Context: an optimization exercise on an open-source flow, tuned for small area. The choices shown serve that exercise and are no tape-out recipe.
At most, simulation tests tie the RTL to the original design; equivalence was not proved.
Power is estimated from default activity; no workload was simulated.

## run P
// i2s
module i2s (
	input master_enable, 
	input sdin, 
	output reg [31:0] dout_l, dout_r, 
	output reg sdout, 
	input [31:0] din_l, din_r, 
	input bclk_i, lrclk_i, 
	output bclk_o, lrclk_o, 
	input [19:0] bdiv, 
	input [7:0] lrdiv, 
	output reg [2:0] cst, nst, 
	input rstn, clk
);
reg bclk;
reg [19:0] nbc;
wire [20:0] bb;
assign bb[0] = master_enable;
genvar gi;
generate for (gi = 0; gi < 20; gi = gi + 1) begin : g_bb
	assign bb[gi+1] = bb[gi] & nbc[gi];
end endgenerate
wire bload = bb[20];
wire [19:0] nbc_nx = (nbc ^ bb[19:0]) | (~bdiv & {20{bload}});
always @(negedge rstn or posedge clk) begin
	if(!rstn) begin
		nbc <= 20'hfffff;
		bclk <= 1'b0;
	end
	else begin
		nbc <= nbc_nx;
		bclk <= master_enable ? (bclk ^ bload) : bclk_i;
	end
end
assign bclk_o = bclk;
reg bclk_d;
always @(negedge rstn or posedge clk) begin
	if(!rstn) bclk_d <= 1'b0;
	else bclk_d <= bclk;
end
wire bclk_10 = bclk_d & ~bclk;
reg lrclk;
reg [7:0] nlc;
wire [8:0] lb;
assign lb[0] = master_enable & bclk_10;
generate for (gi = 0; gi < 8; gi = gi + 1) begin : g_lb
	assign lb[gi+1] = lb[gi] & nlc[gi];
end endgenerate
wire lload = lb[8];
wire [7:0] nlc_nx = (nlc ^ lb[7:0]) | (~lrdiv & {8{lload}});
always @(negedge rstn or posedge clk) begin
	if(!rstn) begin
		nlc <= 8'hff;
		lrclk <= 1'b0;
	end
	else begin
  ...
For scale: about 470 cells after synthesis, ~170 flip-flops, roughly 170 I/O pins, about 7300 um^2 of cells after synthesis.
clock: 6.0 ns
lec_check: 0
cap_margin: 20
core_margin: 2
core_utilization: 60
slew_margin: 20
standard.sh (not shown) runs the stock make flow with config.mk's settings and CLKGATE_MAP_FILE= SYNTH_SCRIPT=/design/flow/synth_recipe.tcl, a recipe that flattens the netlist after the stock synthesis.
==> flow/flow/run.sh <==
#!/bin/bash
set -euo pipefail
export BUFFER_PORTS_ARGS="-buffer_cell sky130_fd_sc_hd__buf_1"
export CTS_ARGS="-sink_clustering_enable -repair_clock_nets -dont_use_dummy_load -sink_clustering_size 20 -sink_clustering_max_diameter 60 -buf_list {sky130_fd_sc_hd__clkbuf_4 sky130_fd_sc_hd__clkbuf_8}"
bash standard.sh > flow_standard.log 2>&1
Run P: all stages complete, timing, DRC and antenna checks passed
### run P -> run X
==> flow/flow/run.sh <==
#!/bin/bash
set -euo pipefail
export BUFFER_PORTS_ARGS="-buffer_cell sky130_fd_sc_hd__buf_1"
export CTS_ARGS="-sink_clustering_enable -repair_clock_nets -dont_use_dummy_load -sink_clustering_size 16 -sink_clustering_max_diameter 50 -buf_list {sky130_fd_sc_hd__clkbuf_4 sky130_fd_sc_hd__clkbuf_8}"
bash standard.sh > flow_standard.log 2>&1
## What came out
In summary, run X completed successfully, with a layout that passed the timing, DRC and antenna checks. Comparing run X against run P, there is no change at all in count of boundary I/O pins. Taking run P as the reference, in run X sum of routed wire length over all layers held steady, slew at the pin with the worst max-slew slack held steady.

========
## red
The RTL this note starts from:
==> flow/design.v <==
module i2s (
	input master_enable, 
	input sdin, 
	output reg [31:0] dout_l, dout_r, 
	output reg sdout, 
	input [31:0] din_l, din_r, 
	input bclk_i, lrclk_i, 
	output bclk_o, lrclk_o, 
	input [19:0] bdiv, 
	input [7:0] lrdiv, 
	output reg [2:0] cst, nst, 
	input rstn, clk
);
reg bclk;
reg [19:0] bcnt;
wire [20:0] bb;
assign bb[0] = master_enable;
genvar gi;
generate for (gi = 0; gi < 20; gi = gi + 1) begin : g_bb
	assign bb[gi+1] = bb[gi] & ~bcnt[gi];
end endgenerate
wire bload = bb[20];
wire [19:0] bcnt_nx = (bcnt ^ bb[19:0]) & (bdiv | {20{~bload}});
always @(negedge rstn or posedge clk) begin
	if(!rstn) begin
		bcnt <= 20'd0;
		bclk <= 1'b0;
	end
	else begin
		bcnt <= bcnt_nx;
		bclk <= master_enable ? (bclk ^ bload) : bclk_i;
	end
end
assign bclk_o = bclk;
reg bclk_d;
always @(negedge rstn or posedge clk) begin
	if(!rstn) bclk_d <= 1'b0;
	else bclk_d <= bclk;
end
wire bclk_10 = bclk_d & ~bclk;
reg lrclk;
reg [7:0] lrcnt;
wire [8:0] lb;
assign lb[0] = master_enable & bclk_10;
generate for (gi = 0; gi < 8; gi = gi + 1) begin : g_lb
	assign lb[gi+1] = lb[gi] & ~lrcnt[gi];
end endgenerate
wire lload = lb[8];
wire [7:0] lrcnt_nx = (lrcnt ^ lb[7:0]) & (lrdiv | {8{~lload}});
always @(negedge rstn or posedge clk) begin
	if(!rstn) begin
		lrcnt <= 8'd0;
		lrclk <= 1'b0;
	end
	else begin
		lrcnt <= lrcnt_nx;
		lrclk <= master_enable ? (lrclk ^ lload) : lrclk_i;
	end
end
assign lrclk_o = lrclk;
reg lrclk_d;
always @(negedge rstn or posedge clk) begin
	if(!rstn) lrclk_d <= 1'b0;
	else lrclk_d <= lrclk;
end
wire lrclk_01 = ~lrclk_d & lrclk;
wire lrclk_10 = lrclk_d & ~lrclk;
localparam
	start_l = 3'd5, channel_l = 3'd4, idle_l = 3'd3, 
	start_r = 3'd2, channel_r = 3'd1, idle_r = 3'd0;
reg [4:0] ncnt;
wire in_chan = (cst == channel_l) | (cst == channel_r);
wire last = &ncnt;
always @(negedge rstn or posedge clk) begin
	if(!rstn) cst <= idle_r;
	else cst <= nst;
end
always @(*) begin
	case(cst)
		idle_l: nst = lrclk_01 ? start_r : cst;
		start_r: nst = bclk_10 ? channel_r : cst;
		channel_r: nst = bclk_10 & last ? idle_r : cst;
		idle_r: nst = lrclk_10 ? start_l : cst;
		start_l: nst = bclk_10 ? channel_l : cst;
		channel_l: nst = bclk_10 & last ? idle_l : cst;
		default: nst = cst;
	endcase
end
always @(negedge rstn or posedge clk) begin
	if(!rstn) ncnt <= 5'd0;
	else if(bclk_10 & in_chan) ncnt <= ncnt + 5'd1;
end
reg [31:0] bin_l, bin_r;
reg bin_l_v;
always @(posedge clk) begin
	if(cst == idle_l) bin_l <= din_l;
	if(cst == idle_r) bin_r <= din_r;
end
always @(negedge rstn or posedge clk) begin
	if(!rstn) bin_l_v <= 1'b0;
	else if(cst == idle_l) bin_l_v <= 1'b1;
end
wire [4:0] idx = ~ncnt;
always @(negedge rstn or posedge clk) begin
	if(!rstn) sdout <= 1'b0;
	else begin
		case(cst)
			channel_l: sdout <= bin_l[idx] & bin_l_v;
			channel_r: sdout <= bin_r[idx];
			default: sdout <= sdout;
		endcase
	end
end
reg [30:0] sr;
reg sr0;
always @(posedge clk) begin
	if(bclk_10 & in_chan & ~last) sr <= {sr[29:0], sdin};
	if(last & ~bclk_10) sr0 <= sdin;
end
always @(negedge rstn or posedge clk) begin
	if(!rstn) begin
		dout_l <= 32'd0;
		dout_r <= 32'd0;
	end
	else begin
		if(cst == idle_l) dout_l <= {sr, sr0};
		if((cst == idle_r) & bin_l_v) dout_r <= {sr, sr0};
	end
end
endmodule
Settings: LEC_CHECK=0, CAP_MARGIN=20, CORE_MARGIN=2, CORE_UTILIZATION=40, SLEW_MARGIN=20; clock period 6.0 ns.
run.sh (not shown) runs the stock make flow with config.mk's settings and CLKGATE_MAP_FILE= SYNTH_SCRIPT=/design/flow/synth_recipe.tcl, a recipe that flattens the netlist after the stock synthesis.
Stock flow here: none of the scripts above is used.
red did not stop at any stage, and its layout met the timing, DRC and antenna checks.
Input changes introduced in blue (baseline for comparison: red):
- swapping 40 for 60 in CORE_UTILIZATION
==> flow/flow/run.sh (new file) <==
#!/bin/bash
# Standard ORFS layout with smaller port buffers and a clock tree of small
# clock buffers without dummy loads.
set -euo pipefail
export BUFFER_PORTS_ARGS="-buffer_cell sky130_fd_sc_hd__buf_1"
export CTS_ARGS="-sink_clustering_enable -repair_clock_nets -dont_use_dummy_load -buf_list {sky130_fd_sc_hd__clkbuf_2 sky130_fd_sc_hd__clkbuf_4}"
bash standard.sh > flow_standard.log 2>&1
==> flow/standard.sh (new file) <==
#!/bin/bash
# synth_recipe.tcl (not shown) runs the flow's synth.tcl, then flattens the netlist and writes it again
# the make line also repeats each setting of config.mk as NAME=value (left out here)
make -C /OpenROAD-flow-scripts/flow DESIGN_CONFIG=/design/flow/config.mk WORK_HOME=/design/flow/orfs CLKGATE_MAP_FILE= SYNTH_SCRIPT=/design/flow/synth_recipe.tcl "${@:-finish}"
removed: flow/run.sh
--- outcome ---
NOTE: portion of the clock cycle consumed by the worst path in the final layout in blue falls short of that of red
red → blue: core utilization picked up an extra 17 points; overall fraction of global-route tracks in use picked up an extra 6.3 points; total routed wirelength lost about 8%; clock-buffer cell count picked up an extra 19.
diff inputs: blue => green
- changing CORE_UTILIZATION from 60 to 55
- setting ABC_AREA to 1 for the first time
==> comparison <==
Looking at the reports, blue completed the entire flow and the layout it produced met the timing, DRC and antenna checks. green went all the way through the flow, and no timing, DRC or antenna check failed. Lower non-clock buffer count among green and blue: green. Comparing pin count of the biggest net entering global routing for green and blue, the smaller number came from blue. green vs blue: placement-stage cell area up. Changes observed in green relative to blue: gate count of the mapped netlist picked up an extra about 30%, top fanout value on the critical path picked up an extra 3, post-synthesis xor/xnor area fraction essentially unchanged, worst clock skew dropped 0.010 ns.

========
== build 89 ==
Another version of the RTL of i2s (not shown whole).
Size: ~470 cells after synthesis, ~170 I/O pins, about 0.0065 mm2 of cells after synthesis.
Settings: LEC_CHECK=0, ABC_AREA=1, CAP_MARGIN=20, CORE_MARGIN=2, CORE_UTILIZATION=70, SLEW_MARGIN=20; clock period 6.0 ns.
standard.sh (not shown) runs the stock make flow with config.mk's settings and CLKGATE_MAP_FILE= SYNTH_SCRIPT=/design/flow/synth_recipe.tcl, a recipe that flattens the netlist after the stock synthesis.
==> flow/flow/run.sh <==
#!/bin/bash
# Standard ORFS layout (the standard.sh) with these changes:
#  - synthesis: no half-adder extraction, and abc maps the logic for area
#    (flow/area.abc) instead of with ORFS's speed script;
#  - ports get the smallest buffer (buf_1);
#  - the clock tree uses small clock buffers in clusters of up to 16
#    flip-flops, without dummy loads.
set -euo pipefail
here=$(pwd)
export AREA_ABC_SCRIPT=$here/flow/area.abc
export BUFFER_PORTS_ARGS="-buffer_cell sky130_fd_sc_hd__buf_1"
export CTS_ARGS="-sink_clustering_enable -repair_clock_nets -dont_use_dummy_load -sink_clustering_size 16 -sink_clustering_max_diameter 50 -buf_list {sky130_fd_sc_hd__clkbuf_4 sky130_fd_sc_hd__clkbuf_8}"
sed "s|SYNTH_SCRIPT=[^ ]*|SYNTH_SCRIPT=$here/flow/synth.tcl|" standard.sh > own_standard.sh
grep -q "SYNTH_SCRIPT=$here/flow/synth.tcl" own_standard.sh
bash own_standard.sh ADDER_MAP_FILE= finish > flow_standard.log 2>&1
==> flow/flow/area.abc <==
strash
&get -n
&deepsyn -J 100 -T 120
&put
dch -f
amap
topo
stime -c
==> flow/flow/synth.tcl <==
# The standard flow's synthesis script (synth_recipe.tcl) with one change: abc maps the
# logic with the script in $::env(AREA_ABC_SCRIPT) (area-oriented) instead of
# ORFS's. Registers are mapped before abc exactly as in the standard script.
proc synth {args} { yosys synth -nofsm -noshare {*}$args }
proc abc {args} {
  set i [lsearch -exact $args -script]
  if { $i >= 0 } { lset args [expr {$i+1}] $::env(AREA_ABC_SCRIPT) }
  yosys abc {*}$args
}
source $::env(SCRIPTS_DIR)/synth.tcl
# left out here: clear keep_hierarchy, flatten, clean up, hide names made inside functions, write 1_2_yosys.v
Build 89 reached the final stage; the timing, DRC and antenna checks on its layout passed.
--- input diff build 89..build 95 ---
--- a/flow/config.mk
+++ b/flow/config.mk
@@ -10,3 +10,3 @@
 export CORE_MARGIN = 2
-export CORE_UTILIZATION = 70
+export CORE_UTILIZATION = 50
 export SLEW_MARGIN = 20
==> comparison <==
- Build 95 ended with every stage complete and zero timing, DRC or antenna violations.
- In the reports for build 95 and build 89, the smaller overall power after layout belongs to build 95.
- In terms of count of hold buffers inserted by post-cts repair, build 95 and build 89 differ only marginally.
- Build 95 reports a lower met3 track utilization from global routing than build 89 does.
- From build 89 to build 95 the numbers moved as follows: final sequential cell count level, slew at the pin closest to its max-slew limit saw an increase, final cell count increased 61.
Here is what was changed in the inputs of build 88 compared with build 95.
--- a/flow/config.mk
+++ b/flow/config.mk
@@ -10,3 +10,3 @@
 export CORE_MARGIN = 2
-export CORE_UTILIZATION = 50
+export CORE_UTILIZATION = 60
 export SLEW_MARGIN = 20
Note that the maximum number of pins on one net before global-route repair recorded for build 95 amounts to 1.16 times the value seen in build 88.
Build 88 -> build 95: sink count of the clock tree delta 0, exact match
Build 88 vs build 95, post-route clock period utilization went up by 0.87 points.
On fraction of cell area in non-clock buffers, build 88 and build 95 are basically level.
Build 88 went all the way through synthesis, placement and routing and the layout is clean on timing, DRC and antenna.
Clock network fraction of total power across build 88 and build 95: no real change.
Power delta (build 95 -> build 88): insignificant
NOTE: area added between synthesis and finish in build 88 falls short of that of build 95
Summary: total number of vias, build 88 worse than build 95
In the tables for build 88 and build 95, first-iteration DRC count reads lower with build 88.
The setup slack in build 88 sits 0.052 ns below the value recorded for build 95.
On build 88: fraction of met1 tracks used by global routing is 3.2 points higher than what build 95 gave.
Inputs modified between build 88 and build 84:
--- a/flow/config.mk
+++ b/flow/config.mk
@@ -11,2 +11,3 @@
 export CORE_UTILIZATION = 60
+export GPL_TIMING_DRIVEN = 0
 export SLEW_MARGIN = 20
Results
On share of cell area taken by multi-input logic gates, build 84 and build 88 are basically level. The layout multi-input combinational cell count of build 88 and that of build 84 are within noise of each other. Taking build 88 as the reference point, the final core utilization of build 84 rises by 1.5 points. Taking build 88 as the reference, in build 84 fmax -0.0059 GHz, cell count went down by 1.2%, finished layout cell area saw an increase. Of build 84 and build 88, it is build 84 that has the higher power. Build 84 against build 88; combinational power is up by more than 10%. [compare] base=build 88 new=build 84: clock transition time at the flip-flop clock pins of the worst setup and hold paths roughly the same, via-per-instance ratio now sits higher.

========
build 63:
Another version of the RTL of i2s (not shown whole).
Size in the first run: roughly 480 cells after synthesis, roughly 170 flip-flops, ~0.0066 mm2 of cells after synthesis.
clock: 6.0 ns
lec_check: 0
abc_area: 1
cap_margin: 20
core_margin: 2
core_utilization: 60
slew_margin: 20
==> flow/flow/run.sh <==
#!/bin/bash
# Standard ORFS layout (the standard.sh) with these changes:
#  - synthesis: no half-adder extraction, and abc maps the logic for area
#    (flow/area.abc) instead of with ORFS's speed script;
#  - ports get the smallest buffer (buf_1);
#  - the clock tree uses small clock buffers in clusters of up to 16
#    flip-flops, without dummy loads.
set -euo pipefail
here=$(pwd)
export AREA_ABC_SCRIPT=$here/flow/area.abc
export BUFFER_PORTS_ARGS="-buffer_cell sky130_fd_sc_hd__buf_1"
export CTS_ARGS="-sink_clustering_enable -repair_clock_nets -dont_use_dummy_load -sink_clustering_size 22 -sink_clustering_max_diameter 60 -buf_list {sky130_fd_sc_hd__clkbuf_8}"
sed "s|SYNTH_SCRIPT=[^ ]*|SYNTH_SCRIPT=$here/flow/synth.tcl|" standard.sh > own_standard.sh
grep -q "SYNTH_SCRIPT=$here/flow/synth.tcl" own_standard.sh
bash own_standard.sh ADDER_MAP_FILE= finish > flow_standard.log 2>&1
==> flow/flow/area.abc <==
strash
&get -n
&deepsyn -T 30
&put
dch -f
amap
topo
stime -c
Scripts as last shown in full above: flow/flow/synth.tcl
Setup changes, build 63 to build 20
Settings: CAP_MARGIN: 20 -> 0; SLEW_MARGIN: 20 -> 0.
==> flow/flow/run.sh <==
#!/bin/bash
# Standard ORFS layout (the standard.sh) with these changes:
#  - synthesis: no half-adder extraction, and abc maps the logic for area
#    (flow/area.abc) instead of with ORFS's speed script;
#  - ports get the smallest buffer (buf_1);
#  - the clock tree uses small clock buffers in clusters of up to 16
#    flip-flops, without dummy loads.
set -euo pipefail
here=$(pwd)
export AREA_ABC_SCRIPT=$here/flow/area.abc
export BUFFER_PORTS_ARGS="-buffer_cell sky130_fd_sc_hd__buf_1"
export CTS_ARGS="-sink_clustering_enable -repair_clock_nets -dont_use_dummy_load -sink_clustering_size 16 -sink_clustering_max_diameter 50 -buf_list {sky130_fd_sc_hd__clkbuf_4 sky130_fd_sc_hd__clkbuf_8}"
sed "s|SYNTH_SCRIPT=[^ ]*|SYNTH_SCRIPT=$here/flow/synth.tcl|" standard.sh > own_standard.sh
grep -q "SYNTH_SCRIPT=$here/flow/synth.tcl" own_standard.sh
bash own_standard.sh ADDER_MAP_FILE= finish > flow_standard.log 2>&1
--- outcome ---
Build 63 -> build 20: least setup slack across all paths after layout delta 0, exact match
Build 63 -> build 20: cell area delta 0, exact match
Diff build 63 -> build 20: cell-internal power held; power after layout held; residual DRC count held.
## Diff of input files: build 16 against build 20
Settings: SLEW_MARGIN changed from 0 to 20; CAP_MARGIN changed from 0 to 20.
--- outcome ---
Comparing build 20 against build 16, there is no change at all in growth of design area from synthesis to finish. Reported for build 20 and build 16, cts-stage hold buffer count turned out identical to the last digit. Comparing build 16 against build 20, there is no change at all in via total after detailed routing. Summary of build 16 over build 20: clock network contribution to total cell area was more or less identical, final period demand of the worst path was more or less identical. There was hardly any difference in power share of the combinational group between build 20 and build 16. Any difference in starting density of the core between build 16 and build 20 is small enough to ignore. On fraction of power spent switching nets, build 16 tracks build 20 almost exactly. Detail-routed via count per cell essentially unchanged between build 16 and build 20. From build 16 to build 20, deepest clock path buffer count did not move at all. As far as worst voltage drop across the vdd grid goes, build 20 and build 16 are indistinguishable; the numbers are identical.
Function was not checked in any run of this note: the RTL went through the layout flow alone.

-- separate check: timing with driven ports --
In the flow no input, the clock included, has a driving cell. The finished layouts below were timed again as built, in two steps.
Step 1 (the two cells are an assumption about what drives the block):
set clk [get_ports {clk}]
set_driving_cell -lib_cell sky130_fd_sc_hd__clkbuf_16 $clk
set_driving_cell -lib_cell sky130_fd_sc_hd__buf_2 [delete_from_list [all_inputs] $clk]
Step 2, shift: input delay + t, output delay - t, t = (earliest + latest rising clock arrival at the registers) / 2. This alone moves slack from input paths to output paths.
Slacks: ideal ports / drivers / drivers and shift; pairs: ideal ports / drivers.
| run | t (ns) | setup slack, ns | worst hold slack (ns) | worst data-port slew with drivers (ns) |
|---|---|---|---|---|
| run P | 0.479 | 0.761 / 0.775 / 0.295 | 0.473 / 0.473 / 0.473 | 0.06 |
| run X | 0.479 | 0.761 / 0.775 / 0.295 | 0.473 / 0.473 / 0.473 | 0.06 |
| red | 0.530 | 0.791 / 0.809 / 0.278 | 0.472 / 0.472 / 0.472 | 0.07 |
| blue | 0.637 | 1.123 / 1.134 / 0.497 | 0.458 / 0.458 / 0.458 | 0.06 |
| green | 0.647 | 1.171 / 1.186 / 0.540 | 0.433 / 0.433 / 0.433 | 0.06 |
| build 89 | 0.450 | 0.253 / 0.263 / -0.187 | 0.456 / 0.456 / 0.456 | 0.06 |
| build 95 | 0.466 | 0.414 / 0.428 / -0.038 | 0.432 / 0.432 / 0.432 | 0.05 |
| build 88 | 0.461 | 0.361 / 0.371 / -0.089 | 0.451 / 0.451 / 0.451 | 0.06 |
| build 84 | 0.468 | 0.167 / 0.178 / -0.290 | 0.433 / 0.433 / 0.433 | 0.05 |
| build 63 | 0.450 | 0.296 / 0.298 / -0.152 | 0.444 / 0.444 / 0.444 | 0.06 |
| build 20 | 0.450 | 0.296 / 0.298 / -0.152 | 0.444 / 0.444 / 0.444 | 0.06 |
| build 16 | 0.450 | 0.296 / 0.298 / -0.152 | 0.444 / 0.444 / 0.444 | 0.06 |
Met with ideal ports but missed after step 2: setup timing in 7 of these runs. The setup slack of green, which loses most, moves by +0.015 ns with the drivers and by -0.631 ns with both steps.
